From an optimization exercise on the open Yosys and OpenROAD flow, aimed at small area; shortcuts taken in it are not production practice. Function was checked by simulation only, so behaviour that the tests miss may differ from the original. Power is estimated from default activity; no workload was simulated.

Setup of red:
## axi_dfm_v1_0
module axi_dfm_v1_0(
    input logic s_axi_aclk,
    input logic s_axi_aresetn,
    input  logic [31:0] s_axi_awaddr,
    input  logic        s_axi_awvalid,
    output logic        s_axi_awready,
    input  logic [31:0] s_axi_wdata,
    input  logic        s_axi_wvalid,
    output logic        s_axi_wready,
    output logic s_axi_bvalid,
    input  logic s_axi_bready,
    input  logic [31:0] s_axi_araddr,
    input  logic        s_axi_arvalid,
    output logic        s_axi_arready,
    output logic [31:0] s_axi_rdata,
    output logic        s_axi_rvalid,
    input  logic        s_axi_rready,
    input  logic signal_in,
    output logic signal_done
);
Size in the first run: ~1,300 cells after synthesis, ~410 flip-flops, about 140 I/O pins, roughly 17,000 um^2 of cells after synthesis.
==> flow/config.mk <==
export PLATFORM = sky130hd
export DESIGN_NAME = axi_dfm_v1_0
export DESIGN_NICKNAME = axi_dfm_v1_0
export VERILOG_FILES = /design/flow/design.v
export SDC_FILE = /design/flow/constraint.sdc
export NUM_CORES = 4
export LEC_CHECK = 0
export CAP_MARGIN = 20
export CORE_MARGIN = 2
export CORE_UTILIZATION = 40
export PLACE_DENSITY = 0.6
export SLEW_MARGIN = 20
==> flow/constraint.sdc <==
create_clock -name core_clock -period 5.0 [get_ports {s_axi_aclk}]
set_input_delay 1.0000 -clock core_clock [delete_from_list [all_inputs] [get_ports {s_axi_aclk}]]
set_output_delay 1.0000 -clock core_clock [all_outputs]
set_load 0.01 [all_outputs]
standard.sh (not shown) runs the stock make flow with config.mk's settings and CLKGATE_MAP_FILE= SYNTH_SCRIPT=/design/flow/synth_recipe.tcl, a recipe that flattens the netlist after the stock synthesis.
==> flow/flow/run.sh <==
#!/bin/bash
# Standard ORFS layout, except: an area-oriented ABC mapping script in synthesis
# (registers are mapped before ABC runs, so they are the standard synthesis's),
# smaller port buffers, and a clock tree without dummy loads.
set -euo pipefail
F=$(pwd)/flow
export MY_ABC_SCRIPT=$F/area.script
export BUFFER_PORTS_ARGS="-buffer_cell sky130_fd_sc_hd__buf_1"
export CTS_ARGS="-sink_clustering_enable -repair_clock_nets -dont_use_dummy_load $(cat $F/cts_args.txt)"
bash standard.sh SYNTH_SCRIPT=$F/my_synth.tcl finish > flow_make.log 2>&1
==> flow/flow/area.script <==
&get -n
&st
&dch -f
&nf -a
&put
==> flow/flow/cts_args.txt <==
-buf_list sky130_fd_sc_hd__clkbuf_4 -sink_clustering_size 12 -sink_clustering_max_diameter 40
==> flow/flow/my_synth.tcl <==
proc synth {args} { yosys synth -nofsm -noshare {*}$args }
set fh [open $::env(SCRIPTS_DIR)/synth.tcl]
set body [read $fh]
close $fh
set old {log_cmd abc {*}$abc_args}
set new {set abc_args [lreplace $abc_args 1 1 $::env(MY_ABC_SCRIPT)]; log_cmd abc {*}$abc_args}
if {[string first $old $body] < 0} { error "abc call not found" }
set body [string map [list $old $new] $body]
eval $body
# left out here: clear keep_hierarchy, flatten, clean up, hide names made inside functions, write 1_2_yosys.v
#### Input delta (blue over red)
- a change of CAP_MARGIN from 20 to 5
- a change of SLEW_MARGIN from 20 to 5
==> flow/flow/run.sh <==
#!/bin/bash
# Standard ORFS layout, except: an area-oriented ABC mapping script in synthesis
# (registers are mapped before ABC runs, so they are the standard synthesis's),
# no half/full-adder cell extraction (ABC maps the adders with the rest),
# smaller port buffers, and a clock tree without dummy loads.
set -euo pipefail
F=$(pwd)/flow
export MY_ABC_SCRIPT=$F/area.script
export BUFFER_PORTS_ARGS="-buffer_cell sky130_fd_sc_hd__buf_1"
export CTS_ARGS="-sink_clustering_enable -repair_clock_nets -dont_use_dummy_load $(cat $F/cts_args.txt)"
bash standard.sh SYNTH_SCRIPT=$F/my_synth.tcl ADDER_MAP_FILE= finish > flow_make.log 2>&1
==> flow/flow/area.script <==
&get -n
&st
&dch -f
&nf -a -R 1000
&put
==> flow/flow/cts_args.txt <==
-sink_clustering_size 30 -sink_clustering_max_diameter 100
Notes after the runs:
- In the reports for red and blue, the smaller synthesized-area fraction occupied by and/or/nand/nor cells belongs to red.
- Diff red -> blue | overall power consumption | up by a few percent
- The global-route usage in blue was higher than what red gave.
- There was hardly any difference in final core utilization between blue and red.
- The average footprint of a synthesized cell of blue falls short of that of red by about 17%.
- Of blue and red, it is blue that has the higher gate count after technology mapping.
- The run with more routed wire is blue, not red.
- blue ends up with a mux share of post-synthesis cell area that is 0.43 points lower than in red.
- red → blue: die width decreased 3.4%, critical path depth shows a reduction of 6, power per cell area up about 12%.

========
Setup of lane 2:
Another version of the RTL of axi_dfm_v1_0 (not shown whole).
For scale: about 410 flip-flops, ~140 I/O pins, about 16000 sq um of cells after synthesis.
Design axi_dfm_v1_0, start of the top module:
module axi_dfm_v1_0(
    input logic s_axi_aclk,
    input logic s_axi_aresetn,
    input  logic [31:0] s_axi_awaddr,
    input  logic        s_axi_awvalid,
    output logic        s_axi_awready,
    input  logic [31:0] s_axi_wdata,
    input  logic        s_axi_wvalid,
    output logic        s_axi_wready,
    output logic s_axi_bvalid,
    input  logic s_axi_bready,
    input  logic [31:0] s_axi_araddr,
    input  logic        s_axi_arvalid,
    output logic        s_axi_arready,
    output logic [31:0] s_axi_rdata,
    output logic        s_axi_rvalid,
    input  logic        s_axi_rready,
    input  logic signal_in,
    output logic signal_done
);
==> flow/config.mk <==
export PLATFORM = sky130hd
export DESIGN_NAME = axi_dfm_v1_0
export DESIGN_NICKNAME = axi_dfm_v1_0
export VERILOG_FILES = /design/flow/design.v
export SDC_FILE = /design/flow/constraint.sdc
export NUM_CORES = 4
export LEC_CHECK = 0
export CAP_MARGIN = 20
export CORE_MARGIN = 2
export CORE_UTILIZATION = 65
export PLACE_DENSITY = 0.8
export SLEW_MARGIN = 20
==> flow/constraint.sdc <==
create_clock -name core_clock -period 5.0 [get_ports {s_axi_aclk}]
set_input_delay 1.0000 -clock core_clock [delete_from_list [all_inputs] [get_ports {s_axi_aclk}]]
set_output_delay 1.0000 -clock core_clock [all_outputs]
set_load 0.01 [all_outputs]
==> flow/flow/run.sh <==
#!/bin/bash
# Standard ORFS layout, except: an area-oriented ABC mapping script in synthesis
# (registers are mapped before ABC runs, so they are the standard synthesis's),
# no half/full-adder cell extraction (ABC maps the adders with the rest),
# smaller port buffers, and a clock tree without dummy loads.
set -euo pipefail
F=$(pwd)/flow
export MY_ABC_SCRIPT=$F/area.script
export BUFFER_PORTS_ARGS="-buffer_cell sky130_fd_sc_hd__buf_1"
export CTS_ARGS="-sink_clustering_enable -repair_clock_nets -dont_use_dummy_load $(cat $F/cts_args.txt)"
bash standard.sh SYNTH_SCRIPT=$F/my_synth.tcl ADDER_MAP_FILE= finish > flow_make.log 2>&1
==> flow/flow/area.script <==
&get -n
&st
&dch -f
&nf -a -R 1000
&put
==> flow/flow/cts_args.txt <==
-sink_clustering_size 30 -sink_clustering_max_diameter 100
Scripts as last shown in full above: flow/flow/my_synth.tcl
Input-level comparison between lane 1 and lane 2:
diff --git a/flow/config.mk b/flow/config.mk
--- a/flow/config.mk
+++ b/flow/config.mk
@@ -8,5 +8,5 @@
 export CAP_MARGIN = 20
 export CORE_MARGIN = 2
-export CORE_UTILIZATION = 65
-export PLACE_DENSITY = 0.8
+export CORE_UTILIZATION = 40
+export PLACE_DENSITY = 0.6
 export SLEW_MARGIN = 20
- Lane 2 has a lower critical path arrival than lane 1.
- The multi-input logic area on lane 1 is in line with that on lane 2.
- Lane 1 vs lane 2: number of well taps up in lane 1
- Taking lane 2 as the reference, in lane 1 reported leakage power essentially unchanged; wire length after detailed routing now sits higher; starting density of the core now sits lower; worst hold slack comparable.

========
Setup of v3:
Another version of the RTL of axi_dfm_v1_0 (not shown whole).
Size in the first run: ~1500 cells after synthesis, roughly 410 flip-flops.
export LEC_CHECK = 0
export CAP_MARGIN = 20
export CORE_MARGIN = 2
export CORE_UTILIZATION = 70
export PLACE_DENSITY = 0.85
export SLEW_MARGIN = 20
create_clock -name core_clock -period 5.0 [get_ports {s_axi_aclk}]
==> flow/flow/area.script <==
&get -n
&st
&deepsyn -T 30
&dch -f
&nf -a -R 1000
&put
mfs3 -ae
&get -n
&st
&dch -f
&nf -a -R 1000
&put
mfs3 -ae
&get -n
&st
&dch -f
&nf -a -R 1000
&put
Scripts as last shown in full above: flow/flow/run.sh, flow/flow/cts_args.txt, flow/flow/my_synth.tcl
v3 reached the final stage; the timing, DRC and antenna checks on its layout passed.
Input changes introduced in v17 (baseline for comparison: v3):
Settings: CAP_MARGIN now 5, was 20; SLEW_MARGIN now 5, was 20.
==> flow/flow/area.script <==
&get -n
&st
&dch -f
&nf -a -R 1000
&put
mfs3 -ae
&get -n
&st
&dch -f
&nf -a -R 1000
&put
mfs3 -ae
&get -n
&st
&dch -f
&nf -a -R 1000
&put
Notes after the runs:
- v17 against v3: critical path depth went down, required time of the worst setup path went up, setup slack went down, final design area excluding fillers did not really move.
Relative to v17, the following input files were edited for v50:
Settings: SLEW_MARGIN changed from 5 to 20; PLACE_DENSITY changed from 0.85 to 0.8; CORE_UTILIZATION changed from 70 to 65; CAP_MARGIN changed from 5 to 20.
==> flow/flow/area.script <==
&get -n
&st
&deepsyn -T 30
&dch -f
&nf -a -R 1000
&put
Findings:
- Summary — width of the die, v50 relative to v17: higher, by 6.1 µm.
- v17 has lower ratio of final minimum period to clock period than v50.
- Compared with v17, v50 shows a higher share of the synthesized area in compound gates (AO/OA/AOI/OAI).
- In v50 relative to v17, height of the die had gone up by a few percent.
- Diff v17 -> v50: buffer count excluding the clock tree in the final layout increased by 4 relative to the old numbers, relative contribution of sequential cells to total power +10 points.
- Going from v17 to v50, portion of total power attributed to combinational logic went down 19 points, sequential share of cell area went down 0.54 points, total track usage went up 0.28 points, utilization went down 4.9 points.
#### Input delta (v49 over v50)
Settings: swapping 65 for 70 in CORE_UTILIZATION; swapping 0.8 for 0.85 in PLACE_DENSITY.
==> flow/flow/area.script <==
&get -n
&st
&dch -f
&nf -a -R 1000
&put
mfs3 -ae
&get -n
&st
&dch -f
&nf -a -R 1000
&put
mfs3 -ae
&get -n
&st
&dch -f
&nf -a -R 1000
&put
==> flow/flow/cts_args.txt <==
-sink_clustering_size 30 -sink_clustering_max_diameter 100 -distance_between_buffers 1000 -branching_point_buffers_distance 1000
Multi-input logic cell count, v49 vs v50: up slightly. Summary of the comparison: area overhead of the layout relative to synthesis is lower in v49, relative to v50. The sum of routed wire length over all layers of v49 was superior to that of v50. Compared with v50, in v49 detailed-route DRC error count roughly the same; cell area after layout lower.
> inputs changed (v49 -> v9)
Settings: changing PLACE_DENSITY from 0.85 to 0.8; changing CORE_UTILIZATION from 70 to 65.
diff --git a/flow/flow/area.script b/flow/flow/area.script
--- a/flow/flow/area.script
+++ b/flow/flow/area.script
@@ -1,4 +1,5 @@
 &get -n
 &st
+&deepsyn -T 30
 &dch -f
 &nf -a -R 1000
==> flow/flow/cts_args.txt <==
-sink_clustering_size 30 -sink_clustering_max_diameter 100
==> comparison <==
Delta (v9 minus v49): routed length on met1 went up by 1900 µm, area added between synthesis and finish shows an increase of 0.43 points, area of the core went up 7.6%, count of plain and timing-repair buffers went up about 6%. When v9 is set beside v49, its worst setup slack turns out to be 0.058 ns larger. From v49 to v9 the numbers moved as follows: final wirelength increased by about 10% relative to the old numbers, number of nets in the final layout climbed 2.5%, highest attainable clock frequency climbed about 1.7%, total combinational power went down, XOR/XNOR share of the synthesized area went down 3.7 points.
## Diff of input files: v19 against v9
diff --git a/flow/flow/run.sh b/flow/flow/run.sh
--- a/flow/flow/run.sh
+++ b/flow/flow/run.sh
@@ -3,8 +3,10 @@
 # (registers are mapped before ABC runs, so they are the standard synthesis's),
 # no half/full-adder cell extraction (ABC maps the adders with the rest),
+# placement-time buffering not kept (repair_design after placement does it),
 # smaller port buffers, and a clock tree without dummy loads.
 set -euo pipefail
 F=$(pwd)/flow
 export MY_ABC_SCRIPT=$F/area.script
+export GPL_KEEP_OVERFLOW=0
 export BUFFER_PORTS_ARGS="-buffer_cell sky130_fd_sc_hd__buf_1"
 export CTS_ARGS="-sink_clustering_enable -repair_clock_nets -dont_use_dummy_load $(cat $F/cts_args.txt)"
==> flow/flow/area.script <==
&get -n
&st
&dch -f
&nf -a -R 1000
&put
mfs3 -ae
&get -n
&st
&dch -f
&nf -a -R 1000
&put
mfs3 -ae
&get -n
&st
&dch -f
&nf -a -R 1000
&put
==> comparison <==
Relative to v9, number of cells on the critical path decreased by 6 in v19. Area growth from synthesis to layout: v19 vs v9 up 0.16 points. On normalized max-slew margin, v9 loses to v19. v19 vs. v9: post-synthesis share of cell area spent on full adders, half adders and majority gates about even, switching fraction of total power went up 13 points, cell-internal power picked up an extra 16%. Delta (v19 minus v9): non-filler instance count after layout shrank by 2.6%; worst hold margin fell 0.012 ns; final instance area climbed 0.50%.

==> port drivers added, routing unchanged <==
No port has a modelled driver above. Below, the same layouts with a new extraction and two added sets of constraints.
Step 1: set_driving_cell puts a clkbuf_16 on s_axi_aclk and a buf_2 on each other input, an assumption about the parent block.
Step 2, shift: input delay + t, output delay - t, t = (earliest + latest rising clock arrival at the registers) / 2. This alone moves slack from input paths to output paths.
Slacks: ideal ports / drivers / drivers and shift; pairs: ideal ports / drivers.
run | t (ns) | setup WS [ns] | worst register clock-pin slew, ns | pins driven straight from the clock port
red | 0.788 | 1.071 / 1.071 / 1.071 | 0.13 / 0.13 | 1
blue | 0.554 | 1.349 / 1.349 / 1.349 | 0.12 / 0.12 | 1
lane 2 | 0.561 | 1.450 / 1.450 / 1.450 | 0.11 / 0.11 | 1
lane 1 | 0.567 | 1.306 / 1.306 / 1.306 | 0.12 / 0.12 | 1
v3 | 0.554 | 1.457 / 1.457 / 1.457 | 0.12 / 0.12 | 1
v17 | 0.548 | 1.446 / 1.446 / 1.446 | 0.11 / 0.11 | 1
v50 | 0.565 | 1.266 / 1.266 / 1.266 | 0.11 / 0.11 | 1
v49 | 0.548 | 1.479 / 1.479 / 1.474 | 0.11 / 0.11 | 1
v9 | 0.569 | 1.537 / 1.537 / 1.537 | 0.12 / 0.12 | 1
v19 | 0.549 | 1.379 / 1.358 / 1.242 | 0.11 / 0.11 | 1
After both steps setup and hold are still met in every run listed. For v19, which loses most, drivers alone change the setup slack by -0.021 ns; drivers and shift together by -0.137 ns.
